What follows belongs to an exercise in optimizing a design on an open flow for small area, a short achievable clock period and few clock cycles per item; a production flow would make more cautious choices.
At most, simulation tests tie the RTL to the original design; equivalence was not proved.
Power and IR drop assume default switching activity.

==> flow/design.v (excerpt) <==
module unpipelined_divider #
(
    parameter N = 32
)
(
    input wire [N-1:0] dividend,
    input wire [N-1:0] divisor,
    input wire start,
    input wire rst,
    input wire clk,
    output wire [N-1:0] quotient,
    output wire [N-1:0] remainder,
    output reg done
);
Size: about 530 cells after synthesis, roughly 71 flip-flops, roughly 130 I/O pins, roughly 4700 µm² of cells after synthesis.
export LEC_CHECK = 0
export CAP_MARGIN = 20
export CORE_MARGIN = 2
export CORE_UTILIZATION = 65
export SETUP_SLACK_MARGIN = 1.0
export SLEW_MARGIN = 20
create_clock -name core_clock -period 4.0 [get_ports {clk}]
standard.sh (not shown) runs the stock make flow with config.mk's settings and CLKGATE_MAP_FILE= SYNTH_SCRIPT=/design/flow/synth_recipe.tcl, a recipe that flattens the netlist after the stock synthesis.
==> flow/flow/run.sh <==
#!/bin/bash
# The standard layout, with the port buffers set to the library's smallest
# plain buffer (buffer_ports otherwise picks a delay cell) and the settings
# below passed to the ORFS make.
set -euo pipefail
export BUFFER_PORTS_ARGS="-buffer_cell sky130_fd_sc_hd__buf_1"

bash standard.sh > standard.log 2>&1
Next try:
Settings changed: CORE_UTILIZATION 65 to 40, CTS_BUF_LIST set to sky130_fd_sc_hd__clkbuf_4 sky130_fd_sc_hd__clkbuf_8.
After rerunning: Setup slack is better by 0.22 ns. Total power goes down by 6.2%. Maximum frequency goes up by 7.5%. Routed wire length goes down by 3.9%. Via count goes down by 8.3%. Utilization goes down by 31 points. Clock skew goes up by 0.0057 ns. First-iteration DRC count goes down by 52%.
Next try:
--- a/flow/flow/run.sh
+++ b/flow/flow/run.sh
@@ -6,3 +6,3 @@
 export BUFFER_PORTS_ARGS="-buffer_cell sky130_fd_sc_hd__buf_1"
-
+export ADDER_MAP_FILE=
 bash standard.sh > standard.log 2>&1
Settings changed: CTS_BUF_LIST sky130_fd_sc_hd__clkbuf_4 sky130_fd_sc_hd__clkbuf_8 to unset.
=> The new run completed with no timing, DRC or antenna violations. Die area came out higher by about 3.7%. Global-route usage came out higher by 1.2 points. Routed wire length came out higher by 6.6%. Via count came out higher by about 10%. First-iteration DRC count came out higher by about 20%. Power came out lower by about 5%. Synthesized area came out higher by about 4%. Clock-buffer cell count came out higher by 1. Non-clock buffer count came out higher by 25. Cell area came out higher by about 15%.
Next try:
==> flow/flow/run.sh (replaced) <==
#!/bin/bash
# The standard layout, except that the port buffers are the library's
# smallest plain buffer instead of the delay cell buffer_ports picks.
set -euo pipefail
export BUFFER_PORTS_ARGS="-buffer_cell sky130_fd_sc_hd__buf_1"
bash standard.sh > standard.log 2>&1
Settings changed: SETUP_SLACK_MARGIN 1.0 to unset.
After rerunning:
- The changed run went through all stages and came out clean
- total power rose by about 1.7%
- hold slack degrades by 0.014 ns
- combinational power goes up by about 8%
- worst setup slack degrades by 0.17 ns
- sequential power increases by about 6%
- global-route usage goes down by 2.1 points
- cell area goes down by 18%
- register-to-register slack is worse by 0.03 ns
Function was not checked in any run of this note: the RTL went through the layout flow alone.

Another version of the RTL of unpipelined_divider (not shown whole).
For scale: roughly 550 cells after synthesis, ~130 I/O pins.
Settings: LEC_CHECK=0, CAP_MARGIN=20, CORE_MARGIN=2, CORE_UTILIZATION=55, CTS_BUF_LIST=sky130_fd_sc_hd__clkbuf_4 sky130_fd_sc_hd__clkbuf_8, SETUP_SLACK_MARGIN=1.0, SLEW_MARGIN=20, SYNTH_HIERARCHICAL=1, SYNTH_MINIMUM_KEEP_SIZE=0; clock period 4.0 ns.
==> flow/flow/run.sh <==
#!/bin/bash
# The standard layout (standard.sh) with two changes:
#  - the final ABC mapping of the standard synthesis uses flow/abc_map.script
#    (ORFS's speed script without its blanket upsizing);
#  - the port buffers are the library's smallest plain buffer (buffer_ports
#    otherwise picks a delay cell).
set -euo pipefail
here=$(pwd)
export FLOW_SYNTH_TCL=$here/synth_recipe.tcl
export MY_ABC_SCRIPT=$here/flow/abc_map.script
export BUFFER_PORTS_ARGS="-buffer_cell sky130_fd_sc_hd__buf_1"
sed "s#SYNTH_SCRIPT=[^ ]*#SYNTH_SCRIPT=$here/flow/my_synth.tcl#" standard.sh > my_standard.sh
grep -q "SYNTH_SCRIPT=$here/flow/my_synth.tcl" my_standard.sh
bash my_standard.sh > standard.log 2>&1
==> flow/flow/abc_map.script <==
&get -n
&st
&dch
&nf
&st
&syn2
&if -g -K 6
&synch2
&nf
&st
&syn2
&if -g -K 6
&synch2
&nf
&st
&syn2
&if -g -K 6
&synch2
&nf
&st
&syn2
&if -g -K 6
&synch2
&nf
&st
&syn2
&if -g -K 6
&synch2
&nf
&put
buffer -c
topo
stime -c

dnsize -c
==> flow/flow/my_synth.tcl <==
# The standard flow's synthesis (synth_recipe.tcl, unchanged), except that the final ABC
# technology mapping runs flow/abc_map.script instead of ORFS's speed script
proc abc {args} {
  set i [lsearch -exact $args -script]
  if {$i >= 0} {
    lset args [expr {$i + 1}] $::env(MY_ABC_SCRIPT)
  }
  yosys abc {*}$args
}
source $::env(FLOW_SYNTH_TCL)
Rerun with:
SETUP_SLACK_MARGIN = 0.9   (was 1.0)
Effect: Utilization increases by 0.52 points. Worst setup slack is worse by 0.13 ns. Wire length increases by 3.1%. Via count increases by 0.41%.
Function was not checked in any run of this note: the RTL went through the layout flow alone.

unpipelined_divider, a different RTL version from the one above (not shown whole).
For scale: roughly 550 cells after synthesis, about 0.0046 mm2 of cells after synthesis.
Settings: LEC_CHECK=0, CAP_MARGIN=20, CORE_MARGIN=2, CORE_UTILIZATION=55, CTS_BUF_LIST=sky130_fd_sc_hd__clkbuf_4 sky130_fd_sc_hd__clkbuf_8, SETUP_SLACK_MARGIN=1.25, SLEW_MARGIN=20, SYNTH_HIERARCHICAL=1, SYNTH_MINIMUM_KEEP_SIZE=0; clock period 4.0 ns.
Scripts as last shown in full above: flow/flow/run.sh, flow/flow/abc_map.script, flow/flow/my_synth.tcl
Testbench counts at the start, summed over its fixed seeds: cycles 10,456, items 512.
==> next run, changes <==
Settings changed: SETUP_SLACK_MARGIN 1.25 to 1.0.
The changed run finished with timing, DRC and antenna clean.
Final cell count falls by 0.88%.
Via count fell by 0.59%.
Hold slack degrades by 0.022 ns.
Wire length is lower by 1.3%.
Worst setup slack gets better by 0.0061 ns.
Final area falls by 6.4%.
Flip-flop and latch count stays the same.
Global-route usage barely changes.
==> next run, changes <==
Settings changed: CORE_UTILIZATION 55 to 65.
Result: The new run produced a clean layout. First-iteration DRC count goes up by 36%. Global-route usage goes up by 5.3 points. Wire length is higher by 2.4%. Via count came out higher by 4.0%. Final area does not change. Worst setup slack got worse by 0.016 ns. Power increases by about 1.1%.
==> next run, changes <==
Settings changed: CORE_UTILIZATION 65 to 50.
Result:
- routed wire length went up by about 1.2%
- setup slack got worse by 0.031 ns
- sequential cell count does not change
- combinational power hardly moves
- clock skew hardly moves
- register-to-register slack barely changes
- synthesized cell count does not change

[separate check: timing with driven ports]
How much do the figures lean on ideal ports? The routed layouts below were timed once more, with nothing changed but the port constraints. Step 1 (the two cells are an assumption about what drives the block):
set clk [get_ports {clk}]
set_driving_cell -lib_cell sky130_fd_sc_hd__clkbuf_16 $clk
set_driving_cell -lib_cell sky130_fd_sc_hd__buf_2 [delete_from_list [all_inputs] $clk]
Step 2 also shifts input and output timing later by t, the mid clock arrival at the registers, as if the neighbouring blocks saw the same clock. Three values: ideal, step 1, step 2; two values: the first two.
run	shift t [ns]	slack for setup (ns)	worst register clock-pin slew, ns	worst data-port slew with drivers (ns)
the first run of note 1	0.391	0.824 / 0.820 / 0.429	0.09 / 0.09	0.05
the second run of note 1	0.383	1.045 / 1.025 / 0.642	0.10 / 0.10	0.05
the third run of note 1	0.372	0.732 / 0.728 / 0.356	0.06 / 0.06	0.06
the fourth run of note 1	0.377	0.561 / 0.578 / 0.201	0.06 / 0.06	0.05
the first run of note 2	0.375	1.151 / 1.161 / 0.786	0.09 / 0.09	0.04
the second run of note 2	0.382	1.018 / 1.020 / 0.638	0.08 / 0.08	0.04
the first run of note 3	0.371	1.220 / 1.234 / 0.863	0.09 / 0.09	0.05
the second run of note 3	0.383	1.226 / 1.234 / 0.851	0.09 / 0.09	0.04
the third run of note 3	0.368	1.210 / 1.219 / 0.850	0.09 / 0.09	0.05
the fourth run of note 3	0.380	1.179 / 1.190 / 0.810	0.09 / 0.09	0.05
After both steps every run listed still meets setup and hold. The setup slack of the second run of note 1, which loses most, moves by -0.020 ns with the drivers and by -0.403 ns with both steps.
